This is an optimization exercise on Yosys and OpenROAD, whose aim is small area and a short achievable clock period, not a production implementation.
RTL that was checked went through simulation tests only; none was proved equivalent to the original.
No activity file was given, so power comes from the tool's default toggle rates.

==> job 5132: inputs <==
## TPU_optimized
module TPU_optimized #(
    parameter DEPTH     = 4,
    parameter BIT_WIDTH = 8,
    parameter ACC_WIDTH = 24
)
(
    input clk,
    input control,
    input [(BIT_WIDTH*DEPTH)-1:0] data_arr,
    input [(BIT_WIDTH*DEPTH)-1:0] wt_arr,
    output [(ACC_WIDTH*DEPTH)-1:0] acc_out
);
Settings: LEC_CHECK=0, CAP_MARGIN=20, CORE_MARGIN=2, CORE_UTILIZATION=40, SLEW_MARGIN=20; clock period 7.5 ns.
run.sh (not shown) runs the stock make flow with config.mk's settings and CLKGATE_MAP_FILE= SYNTH_SCRIPT=/design/flow/synth_recipe.tcl, a recipe that flattens the netlist after the stock synthesis.
==> job 1793: changes against job 5132 <==
--- a/flow/config.mk
+++ b/flow/config.mk
@@ -9,3 +9,5 @@
 export CORE_MARGIN = 2
 export CORE_UTILIZATION = 40
+export CTS_BUF_LIST = sky130_fd_sc_hd__clkbuf_4 sky130_fd_sc_hd__clkbuf_8
+export SETUP_SLACK_MARGIN = 3.9
 export SLEW_MARGIN = 20
==> impl_results.md <==
* Switching Share at 0.398
* Tot Pwr at 17.2 mW
* Kind of critical path: flop to flop
* Initial antenna violation count at 12
* Share of cells above drive strength 1 at 0.0831
* Startpoint types: flop
* Post-place instance area at 45800 µm²
* Placed Cells at 5560
* P_leak at 23.9 nW
* Fin crit share at 0.475
* Status: no timing/DRC/antenna violations
The numbers above come from job 1793.

==> impl_results.md <==
* Status: no timing/DRC/antenna violations
* Area Growth Syn to Fin at 12.0%
* DP Wirelength at 76200 µm
* Unrepaired setup endpoints after global routing: no
* Fin crit share at 0.602
* Fin nets at 5135
* DRT Wirelength at 116000 µm
* Kind of critical path: input pin to flop
* Tot Pwr at 17.1 mW
* Seq/total area at 0.281
* P_leak at 23.5 nW
* Worst Hold Depth at 0
* Share of cells above drive strength 1 at 0.0491
The numbers above come from job 5132.

No run of this note included a check of the RTL's function; only the layout flow was run.


==> run Z <==
TPU_optimized, a different RTL version from the one above (not shown whole).
## TPU_optimized
module TPU_optimized #(
    parameter DEPTH     = 4,
    parameter BIT_WIDTH = 8,
    parameter ACC_WIDTH = 24
)
(
    input clk,
    input control,
    input [(BIT_WIDTH*DEPTH)-1:0] data_arr,
    input [(BIT_WIDTH*DEPTH)-1:0] wt_arr,
    output [(ACC_WIDTH*DEPTH)-1:0] acc_out
);
export LEC_CHECK = 0
export CAP_MARGIN = 20
export CORE_MARGIN = 2
export CORE_UTILIZATION = 40
export CTS_BUF_LIST = sky130_fd_sc_hd__clkbuf_4 sky130_fd_sc_hd__clkbuf_8
export SETUP_SLACK_MARGIN = 3.9
export SLEW_MARGIN = 20
create_clock -name core_clock -period 7.5 [get_ports {clk}]
==> run P: changes against run Z <==
--- a/flow/config.mk
+++ b/flow/config.mk
@@ -6,8 +6,7 @@
 export NUM_CORES = 4
 export LEC_CHECK = 0
 export CAP_MARGIN = 20
 export CORE_MARGIN = 2
 export CORE_UTILIZATION = 40
-export CTS_BUF_LIST = sky130_fd_sc_hd__clkbuf_4 sky130_fd_sc_hd__clkbuf_8
-export SETUP_SLACK_MARGIN = 3.9
+export SETUP_SLACK_MARGIN = 4.3
 export SLEW_MARGIN = 20
==> run D: changes against run Z <==
--- a/flow/config.mk
+++ b/flow/config.mk
@@ -6,8 +6,6 @@
 export NUM_CORES = 4
 export LEC_CHECK = 0
 export CAP_MARGIN = 20
 export CORE_MARGIN = 2
 export CORE_UTILIZATION = 40
-export CTS_BUF_LIST = sky130_fd_sc_hd__clkbuf_4 sky130_fd_sc_hd__clkbuf_8
-export SETUP_SLACK_MARGIN = 3.9
 export SLEW_MARGIN = 20
==> run E: changes against run Z <==
--- a/flow/design.v
+++ b/flow/design.v
@@ -67,24 +67,24 @@
     wire [7:0] d1 = data_arr[15:8];
     wire [11:0] sel1_d = {control & d1[6] & d1[7], control & ~d1[6] & d1[7], control & d1[6] & ~d1[7], control & d1[4] & d1[5], control & ~d1[4] & d1[5], control & d1[4] & ~d1[5], control & d1[2] & d1[3], control & ~d1[2] & d1[3], control & d1[2] & ~d1[3], control & d1[0] & d1[1], control & ~d1[0] & d1[1], control & d1[0] & ~d1[1]};
     wire [7:0] d2 = data_arr[23:16];
     wire [11:0] sel2_d = {control & d2[6] & d2[7], control & ~d2[6] & d2[7], control & d2[6] & ~d2[7], control & d2[4] & d2[5], control & ~d2[4] & d2[5], control & d2[4] & ~d2[5], control & d2[2] & d2[3], control & ~d2[2] & d2[3], control & d2[2] & ~d2[3], control & d2[0] & d2[1], control & ~d2[0] & d2[1], control & d2[0] & ~d2[1]};
     wire [7:0] w0 = wt_arr[7:0];
-    wire [9:0] w3_0 = {2'b00, w0} + {1'b0, w0, 1'b0};
     wire [7:0] wr0_d = w0;
+    wire [9:0] w3_0 = {2'b00, w0} + {1'b0, w0, 1'b0};
     wire [9:0] w3r0_d = w3_0;
     wire [7:0] w1 = wt_arr[15:8];
-    wire [9:0] w3_1 = {2'b00, w1} + {1'b0, w1, 1'b0};
     wire [7:0] wr1_d = w1;
+    wire [9:0] w3_1 = {2'b00, w1} + {1'b0, w1, 1'b0};
     wire [9:0] w3r1_d = w3_1;
     wire [7:0] w2 = wt_arr[23:16];
-    wire [9:0] w3_2 = {2'b00, w2} + {1'b0, w2, 1'b0};
     wire [7:0] wr2_d = w2;
+    wire [9:0] w3_2 = {2'b00, w2} + {1'b0, w2, 1'b0};
     wire [9:0] w3r2_d = w3_2;
     wire [7:0] w3 = wt_arr[31:24];
-    wire [9:0] w3_3 = {2'b00, w3} + {1'b0, w3, 1'b0};
     wire [7:0] wr3_d = w3;
+    wire [9:0] w3_3 = {2'b00, w3} + {1'b0, w3, 1'b0};
     wire [9:0] w3r3_d = w3_3;
     wire [7:0] d3g = data_arr[31:24];
     wire pp1 = d3g[0] & w0[0];
     wire pp2 = d3g[0] & w0[1];
     wire pp3 = d3g[0] & w0[2];
--- a/flow/config.mk
+++ b/flow/config.mk
@@ -6,8 +6,7 @@
 export NUM_CORES = 4
 export LEC_CHECK = 0
 export CAP_MARGIN = 20
 export CORE_MARGIN = 2
 export CORE_UTILIZATION = 40
-export CTS_BUF_LIST = sky130_fd_sc_hd__clkbuf_4 sky130_fd_sc_hd__clkbuf_8
-export SETUP_SLACK_MARGIN = 3.9
+export SETUP_SLACK_MARGIN = 4.3
 export SLEW_MARGIN = 20
==> reports/results.txt <==
P_sw -> 6.70 mW
Status -> no timing/DRC/antenna violations
Placer Congestion -> 0.790
Ordered list of cells on the worst path -> inv_1, fa_1, fa_1, inv_1, fa_1, ha_1, a2111oi_0, a21oi_1, o2111a_1, a31oi_1, mux2i_1, o211ai_1
Number of diodes -> 3
Power consumption -> 17.5 mW
RSZ-0062 raised after global routing -> no
Root Driver -> clkbuf_16
Sw Ratio -> 38.4%
End of the critical path -> o1[17]
Number of global-route vias before repair -> 32500
-- figures above: run D

==> reports/results.txt <==
NonClk Buf Share -> 4.32%
R2R cell count -> 12
P_sw -> 7.78 mW
Ordered list of cells on the worst path -> inv_2, fa_2, fa_1, inv_2, fa_1, ha_4, a211oi_4, o211ai_2, a311oi_4, o31ai_4, or4b_1, nand3_1
Placer Congestion -> 0.800
Fillers -> 10300
RSZ-0062 raised after global routing -> yes
Status -> no timing/DRC/antenna violations
Number of diodes -> 9
Number of synthesized register bits -> 724
Tcrit/Tclk final -> 45.6%
Non-Clock Buffer Count -> 245
Sw Ratio -> 38.2%
Final core occ -> 46.9%
End of the critical path -> o3[14]
Root Driver -> clkbuf_16
Vias per cell -> 5.21
Clock power frac -> 21.2%
Power consumption -> 20.4 mW
-- figures above: run E

==> reports/results.txt <==
Area of the multi-input gates -> 26000 um^2
WP data arrival -> 3.99 ns
Status -> no timing/DRC/antenna violations
Combinational gate power -> 10.8 mW
Number of global-route vias before repair -> 32900
Slew margin rel. -> 23.2%
Commonest non-fill, non-tap cell in the layout -> inv_1
Power consumption -> 20.4 mW
Initial DRC Count -> 3732
# Taps -> 1488
Most frequent cells in the layout -> inv_1, dfxtp_1, fa_1
Ordered list of cells on the worst path -> inv_2, fa_2, fa_1, inv_2, fa_1, ha_4, a211oi_4, o211ai_2, a311oi_4, o31ai_4, or4b_1, nand3_1
Placer Congestion -> 0.800
P_sw -> 7.78 mW
Count leader, synth -> inv_1
Sw Ratio -> 38.2%
-- figures above: run P

==> reports/results.txt <==
Power consumption -> 17.4 mW
Sw Ratio -> 39.4%
Number of global-route vias before repair -> 32900
Placer Congestion -> 0.790
Root Driver -> clkbuf_8
P_sw -> 6.87 mW
RSZ-0062 raised after global routing -> yes
Ordered list of cells on the worst path -> inv_1, fa_1, fa_1, inv_1, fa_1, ha_2, o21a_1, o21ai_0, a2bb2oi_2, a31o_2, a211oi_1, xnor2_1
Crit path from -> p3_2_0[4]
Number of diodes -> 6
Min-Delay Path Depth -> 0
Status -> no timing/DRC/antenna violations
-- figures above: run Z

The RTL of run Z, run P and run D was laid out without a check of its function.

-- static timing again, ports no longer ideal --
No port has a modelled driver above. Below, the same layouts with a new extraction and two added sets of constraints.
Step 1 (the two cells are an assumption about what drives the block):
set clk [get_ports {clk}]
set_driving_cell -lib_cell sky130_fd_sc_hd__clkbuf_16 $clk
set_driving_cell -lib_cell sky130_fd_sc_hd__buf_2 [delete_from_list [all_inputs] $clk]
Step 2, shift: input delay + t, output delay - t, t = (earliest + latest rising clock arrival at the registers) / 2. This alone moves slack from input paths to output paths.
a / b / c = no drivers / after step 1 / after step 2; a / b = the first two.
run	t (ns)	slack for setup (ns)	worst register clock-pin slew, ns	worst slew at a driven data input, ns	cell pins on the clock port's net
job 5132	0.700	2.984 / 2.992 / 2.292	0.07 / 0.07	0.11	1
job 1793	0.824	3.936 / 3.936 / 3.155	0.07 / 0.07	0.10	1
run Z	0.834	3.963 / 3.963 / 3.238	0.07 / 0.07	0.12	1
run P	0.705	4.081 / 4.081 / 3.684	0.07 / 0.07	0.08	1
run D	0.708	3.759 / 3.759 / 3.219	0.06 / 0.06	0.11	1
run E	0.705	4.081 / 4.081 / 3.684	0.07 / 0.07	0.08	1
After both steps setup and hold are still met in every run listed. The setup slack of job 1793, which loses most, moves by 0.000 ns with the drivers and by -0.781 ns with both steps.
